Background: an optimization exercise with open tools, aiming at small area. Do not read the settings as production practice. The RTL was checked by simulation tests, not by an equivalence proof against the original design. No activity file was given, so power comes from the tool's default toggle rates.

## flow/design.v (module list and top-level ports; edited modules follow where they fit)
// module RX_UDP: 498 lines
// module TX_UDP: 623 lines
// module ETH_TOP: 289 lines
module ETH_TOP#(
		parameter FPGA_MAC         = 48'h00D0_0800_0002,
		parameter FPGA_IP          = 32'hC0A8_006E,
	    parameter FPGA_DP          = 16'd8080,
	    parameter FPGA_SP          = 16'd8080,
	    parameter C_AXI_ID_WIDTH       = 4,         
	    parameter C_AXI_ADDR_WIDTH     = 32,        
	    parameter C_AXI_DATA_WIDTH     = 64,        
	    parameter C_AXI_NBURST_SUPPORT = 1'b0,      
	    parameter C_AXI_BURST_TYPE     = 2'b00,     
	    parameter WATCH_DOG_WIDTH      = 12,   		 
	    parameter FLAG_MOTOR           =   32'hE1EC_0C0D,
	    parameter FLAG_AD              =   32'hAD86_86DA,
	    parameter FLAG_ETHLOOP         =   32'hEEBA_EEBA,
	    parameter C_ADDR_SUMOFFSET     =   32'h0000_1000,
	    parameter C_ADDR_MOTOR2ETH     =   32'h0000_0000,
	    parameter C_ADDR_AD2ETH        =   32'h1000_0000,
	    parameter C_ADDR_ETHLOOP       =   32'h2000_0000,
	    parameter C_ADDR_ETH2MOTOR     =   32'hE000_0000,
	    parameter C_ADDR_ETH2AD        =   32'hF000_0000           
    )
	(
	    input   sys_clk,
	    input   sys_rst,   
	   	input                               maxi_wready,  
	   	output [C_AXI_ID_WIDTH-1:0]         maxi_wid,     
	   	output [C_AXI_ADDR_WIDTH-1:0]       maxi_waddr,   
	   	output [7:0]                        maxi_wlen,    
	   	output [2:0]                        maxi_wsize,   
	   	output [1:0]                        maxi_wburst,  
	   	output [1:0]                        maxi_wlock,   
  // ...
==> flow/run.sh <==
#!/bin/bash
# synth_recipe.tcl (not shown) runs the flow's synth.tcl, then flattens the netlist and writes it again
# the make line also repeats each setting of config.mk as NAME=value (left out here)
make -C /OpenROAD-flow-scripts/flow DESIGN_CONFIG=/design/flow/config.mk WORK_HOME=/design/flow/orfs CLKGATE_MAP_FILE= SYNTH_SCRIPT=/design/flow/synth_recipe.tcl finish
==> flow/config.mk <==
export PLATFORM = sky130hd
export DESIGN_NAME = ETH_TOP
export DESIGN_NICKNAME = ETH_TOP
export VERILOG_FILES = /design/flow/design.v
export SDC_FILE = /design/flow/constraint.sdc
export NUM_CORES = 4
export LEC_CHECK = 0
export CAP_MARGIN = 20
export CORE_MARGIN = 2
export CORE_UTILIZATION = 40
export PLACE_DENSITY = 0.6
export SLEW_MARGIN = 20
==> flow/constraint.sdc <==
create_clock -name core_clock -period 8.0 [get_ports {sys_clk}]
set_input_delay 1.6000 -clock core_clock [delete_from_list [all_inputs] [get_ports {sys_clk}]]
set_output_delay 1.6000 -clock core_clock [all_outputs]
set_load 0.01 [all_outputs]
==> impl_metrics.csv, run 1 <==
group,metric,value,unit
final_layout,register_area,0.0176,mm^2
outcome,status,"finished clean",
route,drt.antenna.violating_nets,0,
die,die_area,0.123,mm^2
final_layout,n_multi_input_combinational_cell,3959,
job,maxCapViolations,0,
final_layout,layoutNonFillerInstCount,6980,
yosys,post_synth_and_or_nand_nor_area_fraction,0.162,
yosys,synth-main-ff-cell,"dfxtp_1",
die,die_y,350,um
die,placementRows,126,
critical_path,start_kind,"flop",
critical_path,worst-endpoint-required,8.42,ns
critical_path,cp_num_cells,31,
clock_network,clock_tree.buffer_depth,3,
sta,max-slew-margin-rel,0.290,
clock_network,cts_buffers,87,
final_layout,final-clk-cell-share,0.0561,
power,pwr.group.sequential,3.97,mW
hold_path,worst_hold_path_type,"flop to flop",
final_layout,nets,5924,
final_layout,ff_latch_count,759,
die,well_tap_count,1600,
final_layout,post-route-cell-area,0.0539,mm^2
critical_path,worst_setup_path_end_kind,"flop",
final_layout,share_of_final_layout_standard_cells_stronger_than_drive_strength_1,0.0788,
placed_design,post-dp-hpwl,119000,um
sta,timing_max_transition_violations_final,0,
grt,groute.layer.met3.usage,0.0435,
die,fp.coreArea,0.118,mm^2
hold_path,worst_hold_path_cells,2,
yosys,synth_compound_gate_area_share,0.200,
power,combinationalPower,0.721,mW
power,p_total,8.87,mW
route,detail_routed_net_length_per_standard_cell,23.3,um
sta,worst_clock_skew,0.0949,ns
==> module RX_UDP, before the edit <==
module RX_UDP#(
	parameter FPGA_MAC         = 48'h00D0_0800_0002,
	parameter FPGA_IP          = 32'hC0A8_006E,
    parameter FPGA_DP          = 16'd8080,
    parameter FPGA_SP          = 16'd8080,
    parameter C_AXI_ID_WIDTH       = 4,         
    parameter C_AXI_ADDR_WIDTH     = 32,        
    parameter C_AXI_DATA_WIDTH     = 64,        
    parameter C_AXI_NBURST_SUPPORT = 1'b0,      
    parameter C_AXI_BURST_TYPE     = 2'b00,     
    parameter WATCH_DOG_WIDTH      = 12,   		 
    parameter FLAG_MOTOR           =   32'hE1EC_0C0D,
    parameter FLAG_AD              =   32'hAD86_86DA,
    parameter FLAG_ETHLOOP         =   32'hEEBA_EEBA,
    parameter C_ADDR_SUMOFFSET     =   32'h0000_1000,
    parameter C_ADDR_MOTOR2ETH     =   32'h0000_0000,
    parameter C_ADDR_AD2ETH        =   32'h1000_0000,
    parameter C_ADDR_ETH2MOTOR     =   32'hE000_0000,
    parameter C_ADDR_ETH2AD        =   32'hF000_0000,
    parameter C_ADDR_ETHLOOP       =   32'h2000_0000          
    )
(
    input   sys_clk,
    input   sys_rst,   
   	input                               maxi_wready,  
   	output [C_AXI_ID_WIDTH-1:0]         maxi_wid,     
   	output [C_AXI_ADDR_WIDTH-1:0]       maxi_waddr,   
   	output [7:0]                        maxi_wlen,    
   	output [2:0]                        maxi_wsize,   
   	output [1:0]                        maxi_wburst,  
   	output [1:0]                        maxi_wlock,   
   	output [3:0]                        maxi_wcache,  
   	output [2:0]                        maxi_wprot,   
   	output                              maxi_wvalid,  
   	input                               maxi_wd_wready,   
   	output [C_AXI_DATA_WIDTH-1:0]       maxi_wd_wdata,     
   	output [C_AXI_DATA_WIDTH/8-1:0]     maxi_wd_wstrb,     
   	output                              maxi_wd_wlast,     
   	output                              maxi_wd_wvalid,    
   	input  [C_AXI_ID_WIDTH-1:0]         maxi_wb_bid,      
   	input  [1:0]                        maxi_wb_bresp,    
   	input                               maxi_wb_bvalid,   
   	output                              maxi_wb_bready,   
   	input                               maxi_rready,      
   	output [C_AXI_ID_WIDTH-1:0]         maxi_rid,         
   	output [C_AXI_ADDR_WIDTH-1:0]       maxi_raddr,       
   	output [7:0]                        maxi_rlen,        
   	output [2:0]                        maxi_rsize,       
   	output [1:0]                        maxi_rburst,      
   	output [1:0]                        maxi_rlock,       
   	output [3:0]                        maxi_rcache,      
   	output [2:0]                        maxi_rprot,       
   	output                              maxi_rvalid,      
   	input  [C_AXI_ID_WIDTH-1:0]         maxi_rd_bid,      
   	input  [1:0]                        maxi_rd_rresp,    
   	input                               maxi_rd_rvalid,   
   	input  [C_AXI_DATA_WIDTH-1:0]       maxi_rd_rdata,    
   	input                               maxi_rd_rlast,    
   	output                              maxi_rd_rready,    
    input   [7:0]   					rgmii_rx_data,
    input   							rgmii_rx_valid,
    input   							rgmii_rx_last,
	input								rgmii_rx_user,
	output								rgmii_rx_ready,
	output	[47:0]						pc_mac,
	output	[31:0]						pc_ip,
	output								trig_package_rst,
	output								trig_arp	
);
	reg							local_reset;
	always @(posedge sys_clk) begin
		local_reset	<=	sys_rst;
	end
	localparam	WRITE_IDLE     = 0,
				RX_ETH_HEADER  = 1,
				RX_IP_HEADER   = 2,
				RX_UDP_HEADER  = 3,
				RX_ARP         = 4,
				WRITE_ADDR     = 5,
				WRITE_DATA     = 6,
				WRITE_RESPONSE = 7;
	localparam [7:0] UDP_WORD_C = 8'd12;
	reg [7:0]	st, nx;
	reg			trig_write_start;
	reg [7:0]	udp_word_cnt;
	reg 		o_rgmii_rx_ready;
	reg [63:0]	rx_wd_wdata;
	reg			flag_eth_header_over,
				flag_ip_header_over,
				flag_udp_header_over,
				flag_arp,
				flag_arp_over,
				flag_frame_err,
				trig_package_reset;
	reg			acc_a;			 
	reg			acc_b;			 
	reg			f_ad, f_mo, f_lp;	 
	reg			len_hi_nz;
	reg [7:0]	rx_cmd_len;
	reg			d_ed, d_ea;		 
	reg [47:0]	arp_sa_mac;
	reg [31:0]	arp_sa_ip;
	reg [47:0]	o_pc_mac;
	reg [31:0]	o_pc_ip;
	reg [3:0]	wr_wid;
	reg [31:0]	wr_waddr;
	reg [7:0]	wr_wlen;
	reg			wr_wvalid;
	reg [7:0]	write_data_cnt;
	reg [63:0]	wd_wdata;
	reg			wd_wstrb1;
	reg			wd_wlast;
	reg			wd_wvalid;
	reg			wb_bready;
	wire		rx_hs = rgmii_rx_valid && o_rgmii_rx_ready;
	wire [2:0]	rx_wd_cnt = udp_word_cnt[2:0];
	assign	rgmii_rx_ready 		= 	o_rgmii_rx_ready;
	assign	trig_package_rst	=	trig_package_reset;
	assign	trig_arp			=	flag_arp_over;
	assign	pc_mac    			= 	o_pc_mac;
	assign	pc_ip     			= 	o_pc_ip;
	always @(posedge sys_clk) begin
		if (local_reset)
			trig_write_start	<=	0;
		else
			trig_write_start <= rgmii_rx_valid && !rgmii_rx_last && st[WRITE_IDLE];
	end
	always @(posedge sys_clk) begin
		if (local_reset)
			st <= 8'd1;
		else
			st <= nx;
	end
	always @(*) begin
		nx = 8'd0;
		case (1'b1)
			st[WRITE_IDLE]: begin
				if (trig_write_start)				nx[RX_ETH_HEADER] = 1'b1;
				else								nx[WRITE_IDLE] = 1'b1;
			end
			st[RX_ETH_HEADER]: begin
				if (flag_frame_err)					nx[WRITE_IDLE] = 1'b1;
				else if (flag_arp)					nx[RX_ARP] = 1'b1;
				else if (flag_eth_header_over)		nx[RX_IP_HEADER] = 1'b1;
				else								nx[RX_ETH_HEADER] = 1'b1;
			end
			st[RX_IP_HEADER]: begin
				if (flag_frame_err)					nx[WRITE_IDLE] = 1'b1;
				else if (flag_ip_header_over)		nx[RX_UDP_HEADER] = 1'b1;
				else								nx[RX_IP_HEADER] = 1'b1;
			end
			st[RX_UDP_HEADER]: begin
				if (flag_frame_err)					nx[WRITE_IDLE] = 1'b1;
				else if (flag_udp_header_over)		nx[WRITE_ADDR] = 1'b1;
				else								nx[RX_UDP_HEADER] = 1'b1;
			end
			st[RX_ARP]: begin
				if (flag_frame_err || flag_arp_over) nx[WRITE_IDLE] = 1'b1;
				else								nx[RX_ARP] = 1'b1;
			end
			st[WRITE_ADDR]: begin
				if (wr_wvalid && maxi_wready)		nx[WRITE_DATA] = 1'b1;
				else								nx[WRITE_ADDR] = 1'b1;
			end
			st[WRITE_DATA]: begin
				if (wd_wvalid && maxi_wd_wready && wd_wlast) nx[WRITE_RESPONSE] = 1'b1;
				else								nx[WRITE_DATA] = 1'b1;
			end
			st[WRITE_RESPONSE]: begin
				if (maxi_wb_bvalid && wb_bready)	nx[WRITE_IDLE] = 1'b1;
				else								nx[WRITE_RESPONSE] = 1'b1;
			end
			default:								nx[WRITE_IDLE] = 1'b1;
		endcase
	end
	reg [7:0]	eth_exp;
	always @(*) begin
		case (udp_word_cnt[3:0])
			4'd0:  eth_exp = FPGA_MAC[47:40];
			4'd1:  eth_exp = FPGA_MAC[39:32];
			4'd2:  eth_exp = FPGA_MAC[31:24];
			4'd3:  eth_exp = FPGA_MAC[23:16];
			4'd4:  eth_exp = FPGA_MAC[15:8];
			4'd5:  eth_exp = FPGA_MAC[7:0];
			4'd6:  eth_exp = o_pc_mac[47:40];
			4'd7:  eth_exp = o_pc_mac[39:32];
			4'd8:  eth_exp = o_pc_mac[31:24];
			4'd9:  eth_exp = o_pc_mac[23:16];
			4'd10: eth_exp = o_pc_mac[15:8];
			4'd11: eth_exp = o_pc_mac[7:0];
			4'd12: eth_exp = 8'h08;
			default: eth_exp = 8'h00;
		endcase
	end
	wire	eth_ok   = (rgmii_rx_data == eth_exp);
	wire	arp_t_ok = (udp_word_cnt[3:0] < 4'd12) ||
					   (rgmii_rx_data == ((udp_word_cnt[3:0] == 4'd12) ? 8'h08 : 8'h06));
	reg		ip_ok;
	always @(*) begin
		case (udp_word_cnt[4:0])
			5'd0:  ip_ok = (rgmii_rx_data == 8'h45);
			5'd9:  ip_ok = (rgmii_rx_data == 8'h11);
			5'd12: ip_ok = (rgmii_rx_data == o_pc_ip[31:24]);
			5'd13: ip_ok = (rgmii_rx_data == o_pc_ip[23:16]);
			5'd14: ip_ok = (rgmii_rx_data == o_pc_ip[15:8]);
			5'd15: ip_ok = (rgmii_rx_data == o_pc_ip[7:0]);
			5'd16: ip_ok = (rgmii_rx_data == FPGA_IP[31:24]);
			5'd17: ip_ok = (rgmii_rx_data == FPGA_IP[23:16]);
			5'd18: ip_ok = (rgmii_rx_data == FPGA_IP[15:8]);
			5'd19: ip_ok = (rgmii_rx_data == FPGA_IP[7:0]);
			default: ip_ok = 1'b1;
		endcase
	end
	reg		dp_ok;
	always @(*) begin
		case (udp_word_cnt[3:0])
			4'd2:  dp_ok = (rgmii_rx_data == FPGA_DP[15:8]);
			4'd3:  dp_ok = (rgmii_rx_data == FPGA_DP[7:0]);
			default: dp_ok = 1'b1;
		endcase
	end
	reg [7:0]	fad_e, fmo_e, flp_e;
	always @(*) begin
		case (udp_word_cnt[1:0])
			2'd0: begin fad_e = FLAG_AD[31:24]; fmo_e = FLAG_MOTOR[31:24]; flp_e = FLAG_ETHLOOP[31:24]; end
			2'd1: begin fad_e = FLAG_AD[23:16]; fmo_e = FLAG_MOTOR[23:16]; flp_e = FLAG_ETHLOOP[23:16]; end
			2'd2: begin fad_e = FLAG_AD[15:8];  fmo_e = FLAG_MOTOR[15:8];  flp_e = FLAG_ETHLOOP[15:8];  end
			default: begin fad_e = FLAG_AD[7:0]; fmo_e = FLAG_MOTOR[7:0]; flp_e = FLAG_ETHLOOP[7:0]; end
		endcase
	end
	reg		arp_ok;
	always @(*) begin
		case (udp_word_cnt[4:0])
			5'd6:  arp_ok = (rgmii_rx_data == 8'h00);
			5'd7:  arp_ok = (rgmii_rx_data == 8'h01);
			5'd24: arp_ok = (rgmii_rx_data == FPGA_IP[31:24]);
			5'd25: arp_ok = (rgmii_rx_data == FPGA_IP[23:16]);
			5'd26: arp_ok = (rgmii_rx_data == FPGA_IP[15:8]);
			5'd27: arp_ok = (rgmii_rx_data == FPGA_IP[7:0]);
			default: arp_ok = 1'b1;
		endcase
	end
	always @(posedge sys_clk) begin
		if (nx[RX_ARP] && udp_word_cnt != 8'd28) begin
			case (udp_word_cnt)
				8'd08: arp_sa_mac[47:40] <= rgmii_rx_data;
				8'd09: arp_sa_mac[39:32] <= rgmii_rx_data;
				8'd10: arp_sa_mac[31:24] <= rgmii_rx_data;
				8'd11: arp_sa_mac[23:16] <= rgmii_rx_data;
				8'd12: arp_sa_mac[15:08] <= rgmii_rx_data;
				8'd13: arp_sa_mac[07:00] <= rgmii_rx_data;
				8'd14: arp_sa_ip[31:24] <= rgmii_rx_data;
				8'd15: arp_sa_ip[23:16] <= rgmii_rx_data;
				8'd16: arp_sa_ip[15:08] <= rgmii_rx_data;
				8'd17: arp_sa_ip[07:00] <= rgmii_rx_data;
				default: ;
			endcase
		end
	end
	always @(posedge sys_clk) begin
		if (nx[WRITE_DATA] && (udp_word_cnt <= rx_cmd_len) && rx_hs)
			rx_wd_wdata[((8 - rx_wd_cnt)*8 - 1) -: 8] <= rgmii_rx_data;
	end
	always @(posedge sys_clk) begin
		if (local_reset) begin
			d_ed                 <= 0;
			d_ea                 <= 0;
			flag_frame_err       <= 0;
			flag_eth_header_over <= 0;
			flag_udp_header_over <= 0;
			flag_ip_header_over  <= 0;
			flag_arp             <= 0;
			flag_arp_over        <= 0;
			trig_package_reset   <= 0;
			udp_word_cnt         <= 0;
			o_rgmii_rx_ready     <= 0;
			o_pc_mac             <= 0;
			o_pc_ip              <= 0;
			acc_a                <= 1;
			acc_b                <= 1;
			f_ad                 <= 0;
			f_mo                 <= 0;
			f_lp                 <= 0;
			len_hi_nz            <= 0;
			rx_cmd_len           <= 0;
		end else begin
		d_ed <= (rgmii_rx_data == 8'hED);
		d_ea <= (rgmii_rx_data == 8'hEA);
		case (1'b1)
			nx[WRITE_IDLE] : begin
				flag_frame_err       <= 0;
				flag_eth_header_over <= 0;
				flag_udp_header_over <= 0;
				flag_ip_header_over  <= 0;
				flag_arp             <= 0;
				flag_arp_over        <= 0;
				trig_package_reset   <= 0;
				udp_word_cnt         <= 0;
				o_rgmii_rx_ready     <= rgmii_rx_valid && rgmii_rx_last;
				acc_a                <= 1;
				acc_b                <= 1;
				len_hi_nz            <= 0;
				rx_cmd_len           <= 0;
			end
			nx[RX_ETH_HEADER] : begin
				if (udp_word_cnt == 8'd14) begin
					if (acc_a) begin
						flag_eth_header_over <= 1;
						flag_frame_err       <= 0;
					end else if (acc_b) begin
						flag_eth_header_over <= 1;
						flag_arp             <= 1;
						flag_frame_err       <= 0;
					end else begin
						flag_eth_header_over <= 0;
						flag_frame_err       <= 1;
					end
					udp_word_cnt <= 0;
					acc_a        <= 1;
				end else begin
					o_rgmii_rx_ready <= rgmii_rx_valid;
					if (rx_hs) begin
						udp_word_cnt <= udp_word_cnt + 1;
						acc_a        <= acc_a & eth_ok;
						acc_b        <= acc_b & arp_t_ok;
					end
					flag_frame_err <= rgmii_rx_last;
					if (udp_word_cnt == 8'd13)
						o_rgmii_rx_ready <= 0;
				end
			end
			nx[RX_IP_HEADER] : begin
				if (udp_word_cnt == 8'd20) begin
					if (acc_a) begin
						flag_frame_err      <= 0;
						flag_ip_header_over <= 1;
					end else begin
						flag_frame_err      <= 1;
						flag_ip_header_over <= 0;
					end
					o_rgmii_rx_ready <= 0;
					udp_word_cnt     <= 0;
					acc_a            <= 1;
				end else begin
					o_rgmii_rx_ready <= rgmii_rx_valid;
					if (rx_hs) begin
						udp_word_cnt <= udp_word_cnt + 1;
						acc_a        <= acc_a & ip_ok;
					end
					if (udp_word_cnt == 8'd19)
						o_rgmii_rx_ready <= 0;
				end
			end
			nx[RX_UDP_HEADER] : begin
				if (udp_word_cnt == 8'd12) begin
					if (acc_a && (f_ad || f_mo || f_lp)) begin
						flag_frame_err       <= 0;
						flag_udp_header_over <= 1;
					end else begin
						flag_frame_err       <= 1;
						flag_udp_header_over <= 0;
					end
					udp_word_cnt <= 0;
				end else begin
					o_rgmii_rx_ready <= rgmii_rx_valid;
					if (rx_hs) begin
						udp_word_cnt <= udp_word_cnt + 1;
						acc_a        <= acc_a & dp_ok;
						if (udp_word_cnt[3:2] == 2'd2) begin
							f_ad <= (udp_word_cnt[1:0] == 2'd0 || f_ad) && (rgmii_rx_data == fad_e);
							f_mo <= (udp_word_cnt[1:0] == 2'd0 || f_mo) && (rgmii_rx_data == fmo_e);
							f_lp <= (udp_word_cnt[1:0] == 2'd0 || f_lp) && (rgmii_rx_data == flp_e);
						end
					end
					if (udp_word_cnt == 8'd4)
						len_hi_nz <= (rgmii_rx_data != 8'd0);
					if (udp_word_cnt == 8'd5)
						rx_cmd_len <= (len_hi_nz || rgmii_rx_data != 8'd0) ? (rgmii_rx_data - UDP_WORD_C) : 8'd0;
					if (udp_word_cnt == 8'd11)
						o_rgmii_rx_ready <= 0;
				end
			end
			nx[RX_ARP] : begin
				if (udp_word_cnt == 8'd28) begin
					if (acc_a) begin
						o_pc_mac       <= arp_sa_mac;
						o_pc_ip        <= arp_sa_ip;
						flag_frame_err <= 0;
						flag_arp_over  <= 1;
					end else begin
						flag_frame_err <= 1;
						flag_arp_over  <= 0;
					end
					udp_word_cnt <= 0;
				end else begin
					o_rgmii_rx_ready <= rgmii_rx_valid;
					if (rx_hs) begin
						udp_word_cnt <= udp_word_cnt + 1;
						acc_a        <= acc_a & arp_ok;
					end
					if (udp_word_cnt == 8'd27)
						o_rgmii_rx_ready <= 0;
				end
			end
			nx[WRITE_DATA] : begin
				o_rgmii_rx_ready <= rgmii_rx_valid;
				if ((udp_word_cnt <= rx_cmd_len) && rx_hs)
					udp_word_cnt <= udp_word_cnt + 1;
				trig_package_reset <= (d_ed && rgmii_rx_data == 8'hED) || (d_ea && rgmii_rx_data == 8'hEA);
			end
			default : ;
		endcase
		end
	end
	always @(posedge sys_clk) begin
		if (local_reset) begin
			wr_waddr	<=	0;
			wr_wvalid	<=	0;
		end else if (st[WRITE_ADDR] && nx[WRITE_ADDR]) begin
			wr_waddr	<=	f_ad ? C_ADDR_ETH2AD : f_mo ? C_ADDR_ETH2MOTOR : f_lp ? C_ADDR_ETHLOOP : 32'd0;
			wr_wvalid	<=	1;
		end else begin
			wr_wvalid	<=	0;
		end
	end
	always @(posedge sys_clk) begin
		if (local_reset) begin
			wr_wid	<=	0;
			wr_wlen	<=	1;
		end else if (st[RX_UDP_HEADER] && nx[WRITE_ADDR]) begin
			wr_wid	<=	f_ad ? 4'd1 : f_mo ? 4'd2 : f_lp ? 4'd3 : 4'd0;
			wr_wlen	<=	{3'b000, rx_cmd_len[7:3]} - 8'd1;
		end
	end
	assign	maxi_wid	=	wr_wid;
	assign	maxi_waddr	=	wr_waddr;
	assign	maxi_wlen	=	wr_wlen;
	assign	maxi_wsize	=	3'd3;
	assign	maxi_wburst	=	C_AXI_BURST_TYPE;
	assign	maxi_wvalid	=	wr_wvalid;
	assign	maxi_wlock	=	2'b0;
	assign	maxi_wcache	=	4'b0;
	assign	maxi_wprot	=	3'b0;
	wire	dd	=	st[WRITE_DATA] && nx[WRITE_DATA];
	wire	word_rdy = (rx_wd_cnt == 3'd0) && (udp_word_cnt >= 8'd8);
	always @(posedge sys_clk) begin
		if (local_reset || st[WRITE_IDLE])
			write_data_cnt	<=	0;
		else if (st[WRITE_ADDR] && nx[WRITE_DATA])
			write_data_cnt	<=	wr_wlen;
		else if (wd_wvalid && maxi_wd_wready)
			write_data_cnt	<=	write_data_cnt - 1;
	end
	always @(posedge sys_clk) begin
		if (local_reset || !dd)
			wd_wdata	<=	0;
		else if (word_rdy)
			wd_wdata	<=	rx_wd_wdata;
	end
	always @(posedge sys_clk) begin
		if (local_reset || !dd) begin
			wd_wvalid	<=	0;
			wd_wlast	<=	0;
		end else if (word_rdy) begin
			wd_wvalid	<=	1;
			wd_wlast	<=	(write_data_cnt == 8'd0);
		end else if (maxi_wd_wready) begin
			wd_wvalid	<=	0;
		end
	end
	always @(posedge sys_clk) begin
		if (local_reset)
			wd_wstrb1	<=	0;
		else
			wd_wstrb1	<=	dd;
	end
	always @(posedge sys_clk) begin
		if (local_reset)
			wb_bready <= 0;
		else
			wb_bready <= st[WRITE_RESPONSE] && nx[WRITE_RESPONSE];
	end
	assign	maxi_wd_wdata	=	wd_wdata;
	assign	maxi_wd_wstrb	=	{8{wd_wstrb1}};
	assign	maxi_wd_wlast	=	wd_wlast;
	assign	maxi_wd_wvalid	=	wd_wvalid;
	assign	maxi_wb_bready	=	wb_bready;
	assign	maxi_rid	=	0;
	assign	maxi_raddr	=	0;
	assign	maxi_rlen	=	0;
	assign	maxi_rsize	=	0;
	assign	maxi_rburst	=	0;
	assign	maxi_rlock	=	0;
	assign	maxi_rcache	=	0;
	assign	maxi_rprot	=	0;
	assign	maxi_rvalid	=	0;
	assign	maxi_rd_rready	=	0;
endmodule
==> run 2: changes to the inputs <==
--- a/flow/design.v
+++ b/flow/design.v
@@ -255,17 +255,26 @@
 				8'd16: arp_sa_ip[15:08] <= rgmii_rx_data;
 				8'd17: arp_sa_ip[07:00] <= rgmii_rx_data;
 				default: ;
 			endcase
 		end
 	end
 	always @(posedge sys_clk) begin
 		if (nx[WRITE_DATA] && (udp_word_cnt <= rx_cmd_len) && rx_hs)
-			rx_wd_wdata[((8 - rx_wd_cnt)*8 - 1) -: 8] <= rgmii_rx_data;
+			case (rx_wd_cnt)
+				3'd0: rx_wd_wdata[63:56] <= rgmii_rx_data;
+				3'd1: rx_wd_wdata[55:48] <= rgmii_rx_data;
+				3'd2: rx_wd_wdata[47:40] <= rgmii_rx_data;
+				3'd3: rx_wd_wdata[39:32] <= rgmii_rx_data;
+				3'd4: rx_wd_wdata[31:24] <= rgmii_rx_data;
+				3'd5: rx_wd_wdata[23:16] <= rgmii_rx_data;
+				3'd6: rx_wd_wdata[15:8]  <= rgmii_rx_data;
+				default: rx_wd_wdata[7:0] <= rgmii_rx_data;
+			endcase
 	end
 	always @(posedge sys_clk) begin
 		if (local_reset) begin
 			d_ed                 <= 0;
 			d_ea                 <= 0;
 			flag_frame_err       <= 0;
 			flag_eth_header_over <= 0;
 			flag_udp_header_over <= 0;
@@ -600,87 +609,110 @@
 				flag_addr_over,
 				flag_wait_over,
 				flag_arp_wait_over,
 				flag_data_over;
 	reg			trig_udp_cks,
 				trig_udp_cks_d;
 	reg [47:0]	snap_mac;		 
 	reg [31:0]	snap_ip;		 
-	reg [17:0]	usum_p;			 
 	reg [31:0]	data_sum;
 	reg [11:0]	tx_word_cnt;
 	reg [7:0]	o_rgmii_data;
 	reg			o_rgmii_valid;
 	reg			o_rgmii_last;
 	reg [31:0]	package_cnt;
 	reg [15:0]	ip_identif;
-	reg [31:0]	ipcks_sum;
-	reg [31:0]	udpcks_sum;
+	reg [19:0]	ipcks_sum;
+	reg [19:0]	udpcks_sum;
+	reg			wd_loaded;		 
 	reg			ipcks_over;
 	reg			udpcks_over;
 	reg [127:0]	eth_loop_data;	 
 	reg [7:0]	wr_wlen;
 	reg			wr_wready;
 	reg			wd_wready;
 	reg			wb_bvalid;
 	reg [2:0]	tx_wd_cnt;
 	assign	rgmii_tx_data	=	o_rgmii_data;
 	assign	rgmii_tx_valid	=	o_rgmii_valid;
 	assign	rgmii_tx_last	=	o_rgmii_last;
 	wire		wd_hs	=	saxi_wd_wvalid && wd_wready;
+	wire		dd		=	st[WRITE_DATA] && nx[WRITE_DATA];
+	wire	sum_br	=	(|flag_data_sum[1:0]) && !flag_wait_over;
+	wire	loop_br	=	!sum_br && flag_data_sum[2] && !flag_wait_over;
+	wire	tx_br	=	!sum_br && !loop_br;
+	wire	admo	=	flag_data_sum[0] || !flag_data_sum[2];
+	wire [17:0]	half_sum	=	(saxi_wd_wdata[15:0] + saxi_wd_wdata[31:16]) + (saxi_wd_wdata[47:32] + saxi_wd_wdata[63:48]);
+	wire [12:0]	cnt_p1	=	tx_word_cnt + 1'b1;
 	wire [15:0]	udp_len	=	flag_data_sum[0] ? ({5'd0, wr_wlen, 3'b000} + 16'd8) :
 							flag_data_sum[1] ? ({5'd0, wr_wlen, 3'b000} + 16'd4) :
 							flag_data_sum[2] ? 16'd20 : 16'd0;
 	wire [31:0]	udp_flag =	flag_data_sum[0] ? FLAG_AD :
 							flag_data_sum[1] ? FLAG_MOTOR :
 							flag_data_sum[2] ? FLAG_ETHLOOP : 32'd0;
 	wire [15:0]	ip_len	=	IP_WORD + UDP_WORD + udp_len;
 	wire [15:0]	ul_len	=	UDP_WORD + udp_len;
-	wire [31:0]	udp_sum_n	=	flag_data_sum[0] ? (data_sum + FLAG_AD[31:16] + FLAG_AD[15:00] + package_cnt[31:16] + package_cnt[15:00]) :
-								flag_data_sum[1] ? (data_sum + FLAG_MOTOR[31:16] + FLAG_MOTOR[15:00]) :
-												   (data_sum + FLAG_ETHLOOP[31:16] + FLAG_ETHLOOP[15:00]);
+	localparam [16:0] K_AD	=	32'd0 + FLAG_AD[31:16] + FLAG_AD[15:00];
+	localparam [16:0] K_MO	=	32'd0 + FLAG_MOTOR[31:16] + FLAG_MOTOR[15:00];
+	localparam [16:0] K_LP	=	32'd0 + FLAG_ETHLOOP[31:16] + FLAG_ETHLOOP[15:00];
+	reg [17:0]	pk_k;
+	wire [17:0]	flag_k		=	flag_data_sum[0] ? pk_k : flag_data_sum[1] ? {1'b0, K_MO} : {1'b0, K_LP};
+	wire		loop_acc	=	nx[WRITE_DATA] && loop_br;
+	wire [31:0]	add32		=	data_sum + flag_k;
+	reg [17:0]	hsum_r;
+	reg			hsum_v;
+	wire [31:0]	loop_sum	=	data_sum + hsum_r;
+	always @(posedge sys_clk) begin
+		hsum_r	<=	half_sum;
+		hsum_v	<=	!local_reset && loop_acc && wd_hs;
+	end
+	wire [16:0]	usum		=	add32[31:16] + add32[15:0];
+	wire [17:0]	ucks_k		=	{udp_len, 1'b0} + USUM_K;
+	wire [16:0]	pc_sum		=	pc_ip[31:16] + pc_ip[15:0];
+	localparam [17:0] IPCKS_K	=	32'd0 + {IP_VISION,8'h0} + IP_WORD + UDP_WORD + IP_FLAG_OFFSET + {IP_TTL,UDP_PROTO} + FPGA_IP[31:16] + FPGA_IP[15:0];
 	localparam [17:0] USUM_K	=	FPGA_IP[31:16] + FPGA_IP[15:0] + 16'h0011 + 2*UDP_WORD + FPGA_SP + FPGA_DP;
 	always @(posedge sys_clk) begin
-		if (nx[TX_WAIT] && (|flag_data_sum[2:0]))
-			usum_p	<=	udp_sum_n[31:16] + udp_sum_n[15:0] + {udp_len, 1'b0} + USUM_K;
-	end
-	always @(posedge sys_clk) begin
 		if (local_reset  || o_rgmii_last) begin
 			ipcks_sum  <= 0;
 			ipcks_over <= 0;
 		end
 		else begin
 			if (!trig_udp_cks_d && trig_udp_cks) begin
-				ipcks_sum	<=	{IP_VISION,8'h0} + (IP_WORD + UDP_WORD + udp_len) + ip_identif + IP_FLAG_OFFSET + {IP_TTL,UDP_PROTO}
-								+ FPGA_IP[31:16] + FPGA_IP[15:0] + pc_ip[31:16] + pc_ip[15:0];
+				ipcks_sum	<=	ipcks_sum + pc_sum;
+			end
+			else if (nx[TX_WAIT] && (|flag_data_sum[2:0]) && !trig_udp_cks) begin
+				ipcks_sum	<=	IPCKS_K + udp_len + ip_identif;
 			end
 			else if (trig_udp_cks && !ipcks_over) begin
-				if (ipcks_sum > 32'h0000_FFFF) begin
-					ipcks_sum	<=	ipcks_sum[31:16] + ipcks_sum[15:0];
+				if (ipcks_sum > 20'h0_FFFF) begin
+					ipcks_sum	<=	ipcks_sum[19:16] + ipcks_sum[15:0];
 				end
 				else begin
 					ipcks_sum[15:0]	<=	~ipcks_sum[15:0];
 					ipcks_over	<=	1;
 				end
 			end
 		end
 	end
 	always @(posedge sys_clk) begin
 		if (local_reset  || o_rgmii_last) begin
 			udpcks_sum	<=	0;
 			udpcks_over	<=	0;
 		end
 		else begin
 			if (!trig_udp_cks_d && trig_udp_cks) begin
-				udpcks_sum	<=	usum_p + pc_ip[31:16] + pc_ip[15:0];
+				udpcks_sum	<=	udpcks_sum + (pc_sum + ucks_k);
+			end
+			else if (nx[TX_WAIT] && (|flag_data_sum[2:0]) && !trig_udp_cks) begin
+				udpcks_sum	<=	{3'd0, usum};
 			end
 			else if (trig_udp_cks && !udpcks_over) begin
-				if (udpcks_sum > 32'h0000_ffff) begin
-					udpcks_sum	<=	udpcks_sum[31:16] + udpcks_sum[15:0];
+				if (udpcks_sum > 20'h0_ffff) begin
+					udpcks_sum	<=	udpcks_sum[19:16] + udpcks_sum[15:0];
 				end
 				else begin
 					udpcks_sum[15:0]	<=	~udpcks_sum[15:0];
 					udpcks_over	<=	1;
 				end
 			end
 		end
 	end
@@ -744,37 +776,54 @@
 			end
 			st[TX_ARP]: begin
 				if (flag_arp_over)	nx[WRITE_IDLE] = 1'b1;
 				else				nx[TX_ARP] = 1'b1;
 			end
 			default:				nx[WRITE_IDLE] = 1'b1;
 		endcase
 	end
+	wire [31:0]	package_cnt_n	=	(local_reset || trig_package_rst) ? 32'd0 :
+									(st[WRITE_RESPONSE] && nx[WRITE_IDLE] && (flag_data_sum == 4'd1)) ? package_cnt + 1 : package_cnt;
 	always @(posedge sys_clk) begin
-		if (local_reset || trig_package_rst)
-			package_cnt <= 0;
-		else if (st[WRITE_RESPONSE] && nx[WRITE_IDLE] && (flag_data_sum == 4'd1))
-			package_cnt <= package_cnt + 1;
+		package_cnt	<=	package_cnt_n;
+		pk_k		<=	(local_reset || trig_package_rst) ? {1'b0, K_AD} : K_AD + (package_cnt[31:16] + package_cnt[15:0]);
 	end
 	always @(posedge sys_clk) begin
 		if (local_reset)
 			ip_identif <= 0;
 		else if (o_rgmii_last)
 			ip_identif <= ip_identif + 1;
 	end
+	wire [4:0]	snap_idx	=	nx[TX_ETH_HEADER] ? tx_word_cnt[4:0] :
+							nx[TX_IP_HEADER]  ? tx_word_cnt[4:0] - 5'd10 : tx_word_cnt[4:0] - 5'd18;
+	reg [7:0]	snap_byte;
+	always @(*) begin
+		case (snap_idx[3:0])
+			4'd0:  snap_byte = snap_mac[47:40];
+			4'd1:  snap_byte = snap_mac[39:32];
+			4'd2:  snap_byte = snap_mac[31:24];
+			4'd3:  snap_byte = snap_mac[23:16];
+			4'd4:  snap_byte = snap_mac[15:8];
+			4'd5:  snap_byte = snap_mac[7:0];
+			4'd6:  snap_byte = snap_ip[31:24];
+			4'd7:  snap_byte = snap_ip[23:16];
+			4'd8:  snap_byte = snap_ip[15:8];
+			default: snap_byte = snap_ip[7:0];
+		endcase
+	end
 	reg [7:0]	eth_byte;
 	always @(*) begin
 		case (tx_word_cnt[3:0])
-			4'd0:  eth_byte = snap_mac[47:40];
-			4'd1:  eth_byte = snap_mac[39:32];
-			4'd2:  eth_byte = snap_mac[31:24];
-			4'd3:  eth_byte = snap_mac[23:16];
-			4'd4:  eth_byte = snap_mac[15:8];
-			4'd5:  eth_byte = snap_mac[7:0];
+			4'd0:  eth_byte = snap_byte;
+			4'd1:  eth_byte = snap_byte;
+			4'd2:  eth_byte = snap_byte;
+			4'd3:  eth_byte = snap_byte;
+			4'd4:  eth_byte = snap_byte;
+			4'd5:  eth_byte = snap_byte;
 			4'd6:  eth_byte = FPGA_MAC[47:40];
 			4'd7:  eth_byte = FPGA_MAC[39:32];
 			4'd8:  eth_byte = FPGA_MAC[31:24];
 			4'd9:  eth_byte = FPGA_MAC[23:16];
 			4'd10: eth_byte = FPGA_MAC[15:8];
 			4'd11: eth_byte = FPGA_MAC[7:0];
 			4'd12: eth_byte = IP_TYPE[15:8];
 			default: eth_byte = flag_arp_wait_over ? ARP_TYPE[7:0] : IP_TYPE[7:0];
@@ -794,20 +843,20 @@
 			5'd8:  ip_byte = IP_TTL;
 			5'd9:  ip_byte = UDP_PROTO;
 			5'd10: ip_byte = ipcks_sum[15:8];
 			5'd11: ip_byte = ipcks_sum[7:0];
 			5'd12: ip_byte = FPGA_IP[31:24];
 			5'd13: ip_byte = FPGA_IP[23:16];
 			5'd14: ip_byte = FPGA_IP[15:8];
 			5'd15: ip_byte = FPGA_IP[7:0];
-			5'd16: ip_byte = snap_ip[31:24];
-			5'd17: ip_byte = snap_ip[23:16];
-			5'd18: ip_byte = snap_ip[15:8];
-			default: ip_byte = snap_ip[7:0];
+			5'd16: ip_byte = snap_byte;
+			5'd17: ip_byte = snap_byte;
+			5'd18: ip_byte = snap_byte;
+			default: ip_byte = snap_byte;
 		endcase
 	end
 	reg [7:0]	udp_byte;
 	always @(*) begin
 		case (tx_word_cnt[2:0])
 			3'd0:  udp_byte = FPGA_SP[15:8];
 			3'd1:  udp_byte = FPGA_SP[7:0];
 			3'd2:  udp_byte = FPGA_DP[15:8];
@@ -834,26 +883,26 @@
 			5'd10: arp_byte = FPGA_MAC[31:24];
 			5'd11: arp_byte = FPGA_MAC[23:16];
 			5'd12: arp_byte = FPGA_MAC[15:8];
 			5'd13: arp_byte = FPGA_MAC[7:0];
 			5'd14: arp_byte = FPGA_IP[31:24];
 			5'd15: arp_byte = FPGA_IP[23:16];
 			5'd16: arp_byte = FPGA_IP[15:8];
 			5'd17: arp_byte = FPGA_IP[7:0];
-			5'd18: arp_byte = snap_mac[47:40];
-			5'd19: arp_byte = snap_mac[39:32];
-			5'd20: arp_byte = snap_mac[31:24];
-			5'd21: arp_byte = snap_mac[23:16];
-			5'd22: arp_byte = snap_mac[15:8];
-			5'd23: arp_byte = snap_mac[7:0];
-			5'd24: arp_byte = snap_ip[31:24];
-			5'd25: arp_byte = snap_ip[23:16];
-			5'd26: arp_byte = snap_ip[15:8];
-			default: arp_byte = snap_ip[7:0];
+			5'd18: arp_byte = snap_byte;
+			5'd19: arp_byte = snap_byte;
+			5'd20: arp_byte = snap_byte;
+			5'd21: arp_byte = snap_byte;
+			5'd22: arp_byte = snap_byte;
+			5'd23: arp_byte = snap_byte;
+			5'd24: arp_byte = snap_byte;
+			5'd25: arp_byte = snap_byte;
+			5'd26: arp_byte = snap_byte;
+			default: arp_byte = snap_byte;
 		endcase
 	end
 	reg [7:0]	flag_byte;
 	always @(*) begin
 		case (tx_word_cnt[1:0])
 			2'd0:  flag_byte = udp_flag[31:24];
 			2'd1:  flag_byte = udp_flag[23:16];
 			2'd2:  flag_byte = udp_flag[15:8];
@@ -864,56 +913,52 @@
 	always @(*) begin
 		case (tx_word_cnt[1:0])
 			2'd0:  pkt_byte = package_cnt[31:24];
 			2'd1:  pkt_byte = package_cnt[23:16];
 			2'd2:  pkt_byte = package_cnt[15:8];
 			default: pkt_byte = package_cnt[7:0];
 		endcase
 	end
-	wire [7:0]	wd_byte		=	eth_loop_data[((C_AXI_DATA_WIDTH/8 - tx_wd_cnt)*8 - 1) -: 8];
-	wire [7:0]	loop_byte	=	eth_loop_data[((udp_len-tx_word_cnt)*8 - 1) -: 8];
+	wire [3:0]	loop_idx	=	4'd3 - tx_word_cnt[3:0];
+	wire [3:0]	buf_idx		=	admo ? {1'b0, ~tx_wd_cnt} : loop_idx;
+	wire		buf_zero	=	admo ? !wd_loaded : flag_data_sum[1];
+	wire [7:0]	buf_byte	=	buf_zero ? 8'h00 : eth_loop_data[{buf_idx, 3'b000} +: 8];
 	reg [7:0]	data_byte;
 	always @(*) begin
 		if (tx_word_cnt < 4)
 			data_byte = flag_byte;
 		else if (flag_data_sum[0])
-			data_byte = (tx_word_cnt < 8) ? pkt_byte : wd_byte;
-		else if (flag_data_sum[2])
-			data_byte = loop_byte;
+			data_byte = (tx_word_cnt < 8) ? pkt_byte : buf_byte;
 		else
-			data_byte = wd_byte;
+			data_byte = buf_byte;
 	end
-	wire	sum_br	=	(|flag_data_sum[1:0]) && !flag_wait_over;
-	wire	loop_br	=	!sum_br && flag_data_sum[2] && !flag_wait_over;
-	wire	tx_br	=	!sum_br && !loop_br;
-	wire	admo	=	flag_data_sum[0] || !flag_data_sum[2];
 	always @(posedge sys_clk) begin
 		if (nx[TX_WAIT] && ((ipcks_over && udpcks_over) || (trig_arp_start && !flag_addr_over))) begin
 			snap_mac	<=	pc_mac;
 			snap_ip		<=	pc_ip;
 		end
 	end
 	always @(posedge sys_clk) begin
-		if (local_reset)
-			eth_loop_data	<=	0;
-		else if (nx[WRITE_DATA]) begin
+		if (nx[WRITE_DATA] && wd_hs) begin
 			if (loop_br) begin
-				if (wd_hs && tx_word_cnt < 2)
-					eth_loop_data[127-tx_word_cnt*64 -: 64]	<=	saxi_wd_wdata;
-			end
-			else if (tx_br) begin
-				if (tx_word_cnt == udp_len)
-					eth_loop_data	<=	0;
-				else if (st[WRITE_DATA] && admo && wd_hs)
-					eth_loop_data[63:0]	<=	saxi_wd_wdata;
+				if (tx_word_cnt == 12'd0)
+					eth_loop_data[127:64]	<=	saxi_wd_wdata;
+				if (tx_word_cnt == 12'd1)
+					eth_loop_data[63:0]		<=	saxi_wd_wdata;
 			end
+			else if (tx_br && admo && st[WRITE_DATA])
+				eth_loop_data[63:0]	<=	saxi_wd_wdata;
 		end
-		else if (st[TX_UDP_HEADER] && admo)
-			eth_loop_data[63:0]	<=	0;
+	end
+	always @(posedge sys_clk) begin
+		if (local_reset || !dd)
+			wd_loaded	<=	0;
+		else if (wd_hs)
+			wd_loaded	<=	1;
 	end
 	always @(posedge sys_clk) begin
 		if(local_reset) begin
 			flag_data_sum        <= 0;
 			data_sum             <= 0;
 			trig_udp_cks_d       <= 0;
 			flag_eth_header_over <= 0;
 			flag_ip_header_over  <= 0;
@@ -925,16 +970,18 @@
 			flag_arp_wait_over   <= 0;
 			trig_udp_cks         <= 0;
 			tx_word_cnt          <= 0;
 			o_rgmii_data         <= 0;
 			o_rgmii_valid        <= 1'b0;
 			o_rgmii_last         <= 1'b0;
 		end else begin
 			trig_udp_cks_d	<=	trig_udp_cks;
+			if (hsum_v)
+				data_sum	<=	loop_sum;
 			case (1'b1)
 				nx[WRITE_IDLE]	:	begin
 					flag_data_sum        <= flag_wait_over ? 4'd0 : flag_data_sum;
 					flag_eth_header_over <= 0;
 					flag_ip_header_over  <= 0;
 					flag_udp_header_over <= 0;
 					flag_arp_over        <= 0;
 					flag_addr_over       <= 0;
@@ -980,90 +1027,88 @@
 						tx_word_cnt          <= 1;
 					end
 					else if (!o_rgmii_valid) begin
 						o_rgmii_data  <=  eth_byte;
 						tx_word_cnt   <=  1;
 					end
 					else if (rgmii_tx_ready) begin
 						o_rgmii_data  <=  eth_byte;
-						tx_word_cnt   <=  tx_word_cnt + 1;
+						tx_word_cnt   <=  cnt_p1[11:0];
 					end
 				end
 				nx[TX_IP_HEADER]	:	begin
 					o_rgmii_valid            <=  1;
 					if (tx_word_cnt == 12'd20) begin
 						o_rgmii_data        <= FPGA_SP[15:8];
 						flag_ip_header_over <= 1;
 						tx_word_cnt         <= 1;
 					end
 					else if (o_rgmii_valid && rgmii_tx_ready) begin
 						o_rgmii_data    <=  ip_byte;
-						tx_word_cnt     <=  tx_word_cnt + 1;
+						tx_word_cnt     <=  cnt_p1[11:0];
 					end
 				end
 				nx[TX_UDP_HEADER]	:	begin
 					o_rgmii_valid            <=  1;
 					if (tx_word_cnt == 12'd8) begin
 						o_rgmii_data         <= udp_flag[31:24];
 						flag_udp_header_over <= 1;
 						tx_word_cnt          <= 1;
 					end
 					else if (o_rgmii_valid && rgmii_tx_ready) begin
 						o_rgmii_data     <=  udp_byte;
-						tx_word_cnt      <=  tx_word_cnt + 1;
+						tx_word_cnt      <=  cnt_p1[11:0];
 					end
 				end
 				nx[WRITE_DATA]	:	begin
 					if (sum_br) begin
 						if (wd_hs) begin
 							data_sum		<=	saxi_wd_wdata[31:0];
 							flag_data_over	<=	1;
 						end
 						else
 							flag_data_over	<=	0;
 					end
 					else if (loop_br) begin
-						if (wd_hs) begin
-							tx_word_cnt	<=	tx_word_cnt + 1;
-							data_sum	<=	data_sum + saxi_wd_wdata[15:0] + saxi_wd_wdata[31:16] + saxi_wd_wdata[47:32] + saxi_wd_wdata[63:48];
-						end
+						if (wd_hs)
+							tx_word_cnt	<=	cnt_p1[11:0];
 						flag_data_over	<=	(tx_word_cnt == 12'd2);
 					end
 					else begin
 						if (tx_word_cnt == udp_len) begin
 							flag_data_over	<=	1;
 							o_rgmii_valid	<=	0;
 							o_rgmii_last	<=	0;
 							o_rgmii_data	<=	0;
 							tx_word_cnt		<=	0;
 							data_sum		<=	0;
 						end
 						else if (o_rgmii_valid && rgmii_tx_ready) begin
 							o_rgmii_valid   <=	1;
 							o_rgmii_data	<=	data_byte;
-							tx_word_cnt		<=	tx_word_cnt + 1;
-							o_rgmii_last	<=	(tx_word_cnt == udp_len - 1);
+							tx_word_cnt		<=	cnt_p1[11:0];
+							o_rgmii_last	<=	({3'b000, cnt_p1} == udp_len);
 						end
 						else begin
 							o_rgmii_valid	<=	1;
 							o_rgmii_last	<=	0;
 						end
 					end
 				end
 				nx[TX_ARP]	:	begin
 					if (tx_word_cnt == 12'd28) begin
 						o_rgmii_valid       <= 0;
 						flag_arp_over 		<= 1;
 						tx_word_cnt         <= 0;
 					end
 					else if (o_rgmii_valid && rgmii_tx_ready) begin
 						o_rgmii_valid   <=	1;
 						o_rgmii_data	<=	arp_byte;
-						tx_word_cnt		<=	tx_word_cnt + 1;
+						tx_word_cnt		<=	cnt_p1[11:0];
 						o_rgmii_last	<=	(tx_word_cnt == 12'd27);
 					end
 					else begin
 						o_rgmii_valid	<=	1;
 						o_rgmii_last	<=	0;
 					end
 				end
 				default : ;
@@ -1089,17 +1134,16 @@
 	end
 	always @(posedge sys_clk) begin
 		 if (local_reset)
 		 	wr_wlen	<=	0;
 		 else if (saxi_wvalid && wr_wready)
 		 	wr_wlen	<=	saxi_wlen + 1;
 	end
 	assign	saxi_wready	=	wr_wready;
-	wire	dd	=	st[WRITE_DATA] && nx[WRITE_DATA];
 	always @(posedge sys_clk) begin
 		if (local_reset)
 			wd_wready	<=	0;
 		else if (dd && ((tx_wd_cnt == 3'd6) || (!flag_data_sum[3] && tx_word_cnt == 12'd0) || flag_data_sum[2]))
 			wd_wready	<=	saxi_wd_wvalid;
 		else
 			wd_wready	<=	0;
 	end
==> impl_metrics.csv, run 2 <==
group,metric,value,unit
final_layout,layoutNonFillerInstCount,6864,
sta,grt_setup_unrepaired,"no",
final_layout,insertedDiodeCount,0,
final_layout,biggestRegsByFlops,"inst_TX_UDP.eth_loop_data: 128 flops, inst_RX_UDP.rx_wd_wdata: 64 flops, inst_RX_UDP.wd_wdata: 64 flops",
route,wl,151000,um
power,peakVddDrop,0.180,mV
grt,gr-total-overflow,0,
critical_path,worst-endpoint-required,8.55,ns
power,power.density_cell_area,175,mW/mm^2
power,p_total,9.18,mW
clock_network,root_buffer,"clkbuf_16",
yosys,postSynthAreaPerCell,8.99,um^2
final_layout,area_delta_synth_final,13.0,%
critical_path,timing.reg2reg.setup_slack,1.88,ns
sta,report.final.setup_viol,0,
critical_path,worstSetupPathType,"flop to flop",
final_layout,layout.filler_cells,10885,
yosys,yosys-mux-area-fraction,0.0167,
yosys,synth_top_cells_by_area,"edfxtp_1 23%, dfxtp_1 19%, ha_1 6.9%",
clock_network,worst_setup_hold_path_clk_slew,0.06,ns
route,detail_route.iter0.violations,4116,
yosys,synth-main-ff-cell,"dfxtp_1",
yosys,ys_async_sr_fraction,0,
sta,worst_clock_skew,0.0624,ns
critical_path,worst_setup_path_endpoint,"inst_TX_UDP.udpcks_sum[16]",
sta,max-slew-margin-rel,0.144,
grt,groute.layer.met3.usage,0.0525,
final_layout,multi_input_comb_area,0.0249,mm^2
yosys,ys_seq_elements,780,
final_layout,share_of_final_layout_standard_cells_stronger_than_drive_strength_1,0.0575,
grt,use_met1,0.346,
sta,max_freq,163,MHz
grt,antenna_found_initial,7,
placed_design,dpl_cell_area,0.0493,mm^2
route,detail_routed_net_length_per_standard_cell,22.0,um
route,drt.antenna.violating_nets,0,
placed_design,port-buffer-count,226,
yosys,synth_top_area_frac,0.228,
final_layout,top_register,"inst_TX_UDP.eth_loop_data",
clock_network,clock_tree.htree_level_count,3,
hold_path,worst_hold_path_type,"flop to flop",
clock_network,cts_tree,"built",
placed_design,weighted_congestion_reported_at_the_end_of_routability_driven_placement,0.983,
placed_design,place_inst,6698,
clock_network,post-cts-setup-buffers,0,
die,die_area,0.119,mm^2
clock_network,clock_insertion_delay_worst_skew,0.72,ns
yosys,yosys_warnings,2,
route,drc_errors,0,
route,route.detailed.vias_per_inst,5.76,
grt,use_met2,0.384,
final_layout,nets,5845,
sta,finalHoldViolations,0,
yosys,synth-edff-count,352,
grt,grt_max_degree,103,
clock_network,post_cts_resized,0,
die,placementRows,124,
die,die_w,344,um
yosys,post_synthesis_instance_area,0.0463,mm^2
final_layout,register_area,0.0191,mm^2
sta,timing_max_transition_violations_final,0,
critical_path,timing.rr.end,"inst_TX_UDP.udpcks_sum[16]",
final_layout,mostFrequentLayoutCell,"nand2_1",
sta,holdWs,0.449,ns
yosys,synth_compound_gate_area_share,0.191,
yosys,synth_adder_area_share,0.0751,
die,floorplan.initialDensity,0.404,
grt,grt_busiest_layer,"met2",
route,routed-via-count,39554,
yosys,synth_seq_area_share,0.413,
final_layout,number_of_flip_flops_under_the_largest_register_name,128,
yosys,post_synth_xor_area_fraction,0.0613,
yosys,post-synth-top-area-cell,"edfxtp_1",
critical_path,rr_worst_depth,23,
critical_path,start_kind,"flop",
critical_path,critPathLaunch,"inst_TX_UDP.flag_data_sum[1]",
clock_network,cts_buffers,88,
critical_path,critPathArrivalTime,6.67,ns
yosys,synth_commonest_cells,"610 x nand2_1, 464 x a21oi_1, 436 x nor2_1",
outcome,status,"finished clean",
grt,gr-usage-all-layers,0.248,
die,fp.coreArea,0.115,mm^2
placed_design,post-dp-hpwl,110000,um
yosys,post_synth_and_or_nand_nor_area_fraction,0.177,
job,maxCapViolations,0,
grt,first_pass_grt_wire_length,227000,um
route,drt_first_pass_iters,8,
die,io_pins,594,
clock_network,clock_tree.buffer_depth,3,
sta,worst-slew-pin-transition,1.25,ns
yosys,dominant_combinational_cell_family_by_area_after_synthesis,"compound AO/OA/AOI/OAI gates",
die,die_y,344,um
clock_network,clock-sinks,780,
yosys,synth_cell_type_count,106,
critical_path,cp_max_fo,15,
sta,setup-tns-final,0,ns
power,power.static_leakage,19.4,nW
critical_path,rr_startpoint,"inst_TX_UDP.flag_data_sum[1]",
clock_network,cts_hold_buf,0,
final_layout,mostFrequentLayoutCells,"609 x nand2_1, 462 x a21oi_1, 435 x nor2_1, 424 x dfxtp_1, 352 x edfxtp_1",
grt,grt_pass1_vias,36991,
sta,post-route-period-util,0.765,
sta,finalCriticalPeriod,6.12,ns
critical_path,worst_setup_path_end_kind,"flop",
yosys,syn-instance-count,5150,
final_layout,post-route-cell-area,0.0524,mm^2
yosys,synth_most_common_cell,"nand2_1",
## run 2: worst min path at each step
stage / start / endpoint / slack (ns) / cells past startpoint
2_1_floorplan: inst_RX_UDP.st[7] / inst_RX_UDP.wb_bready / 0.42 / 1
3_3_place_gp: inst_RX_UDP.st[7] / inst_RX_UDP.wb_bready / 0.44 / 1
3_5_place_dp: inst_RX_UDP.st[7] / inst_RX_UDP.wb_bready / 0.44 / 1
4_1_cts: inst_RX_UDP.wd_wdata[58] / inst_RX_UDP.wd_wdata[58] / 0.45 / 2
5_1_grt: inst_RX_UDP.o_pc_mac[12] / inst_TX_UDP.snap_mac[12] / 0.46 / 0
6_report: inst_RX_UDP.st[7] / inst_RX_UDP.wb_bready / 0.45 / 1
## run 2: power by group
group	switching, mW	leakage [nW]	internal [mW]
clock	1.78	1.45	2.40
sequential	0.0334	6.83	4.21
combinational	0.459	11.1	0.297
total	2.27	19.4	6.91
## run 2: worst max-delay path: stages, from the launching register on
cell       delay [ns]
dfxtp_1          0.75
or2_1            0.57
nand2_1          0.14
ha_1             0.38
nand2_1          0.07
o21ai_0          0.29
o2111ai_1        0.16
nand2_1          0.17
a41oi_1          0.20
a2111o_1         0.43
a41oi_1          0.19
o21ai_1          0.20
xnor2_1          0.26
ha_1             0.31
o21a_1           0.20
o31a_1           0.12
o211ai_1         0.18
nand2_1          0.10
and4_1           0.22
nor3_1           0.26
o31ai_1          0.15
a211oi_1         0.26
nor2_1           0.10
o221a_2          0.25
## run 2: cell type report
class | count | area share
clock buffer | 130 | 0.0478
clock inverter | 35 | 0.0100
inverter | 138 | 0.00989
multi-input combinational | 3967 | 0.476
sequential | 780 | 0.366
tap | 1512 | 0.0361
timing repair buffer | 302 | 0.0543
## run 2: kinds of logic (layout without fill, tap and decap cells)
kind of cell / after synthesis / count (layout)
XOR/XNOR: 324 / 324
multiplexers: 70 / 70
adder cells (fa/ha/maj): 270 / 270
AND/OR/NAND/NOR: 1750 / 1750
AO/OA/AOI/OAI: 1361 / 1361
buffers and inverters: 593 / 605
flip-flops: 780 / 780
other: 2 / 192
## run 2: through the flow
stage | worst slack, ns | utilization
after floorplan | 2.17 | -
after global placement | 1.66 | 0.430
after detailed placement | 1.63 | 0.430
after CTS | 1.93 | 0.457
after global routing | 1.42 | 0.457
final | 1.88 | 0.457
## run 2: layer usage
| layer | vias to the layer above | wire length [um] |
|---|---|---|
| li1 | 18611 | - |
| met1 | 19040 | 66100 |
| met2 | 1629 | 67000 |
| met3 | 266 | 13600 |
| met4 | 8 | 4420 |
| met5 | - | 44 |

[separate check: timing with driven ports]
In the flow no input, the clock included, has a driving cell. The finished layouts below were timed again as built, in two steps. Step 1 assumes that a clkbuf_16 drives the clock port and a buf_2 every other input. Step 2 also shifts input and output timing later by t, the mid clock arrival at the registers, as if the neighbouring blocks saw the same clock. Three values: no drivers, after step 1, after step 2; two values: the first two.
run	t (ns)	setup WS [ns]	pins driven straight from the clock port
run 1	0.758	0.581 / 0.581 / 0.581	1
run 2	0.768	1.881 / 1.881 / 1.566	1
After both steps setup and hold are still met in every run listed. For run 2, which loses most, drivers alone change the setup slack by 0.000 ns; drivers and shift together by -0.315 ns.
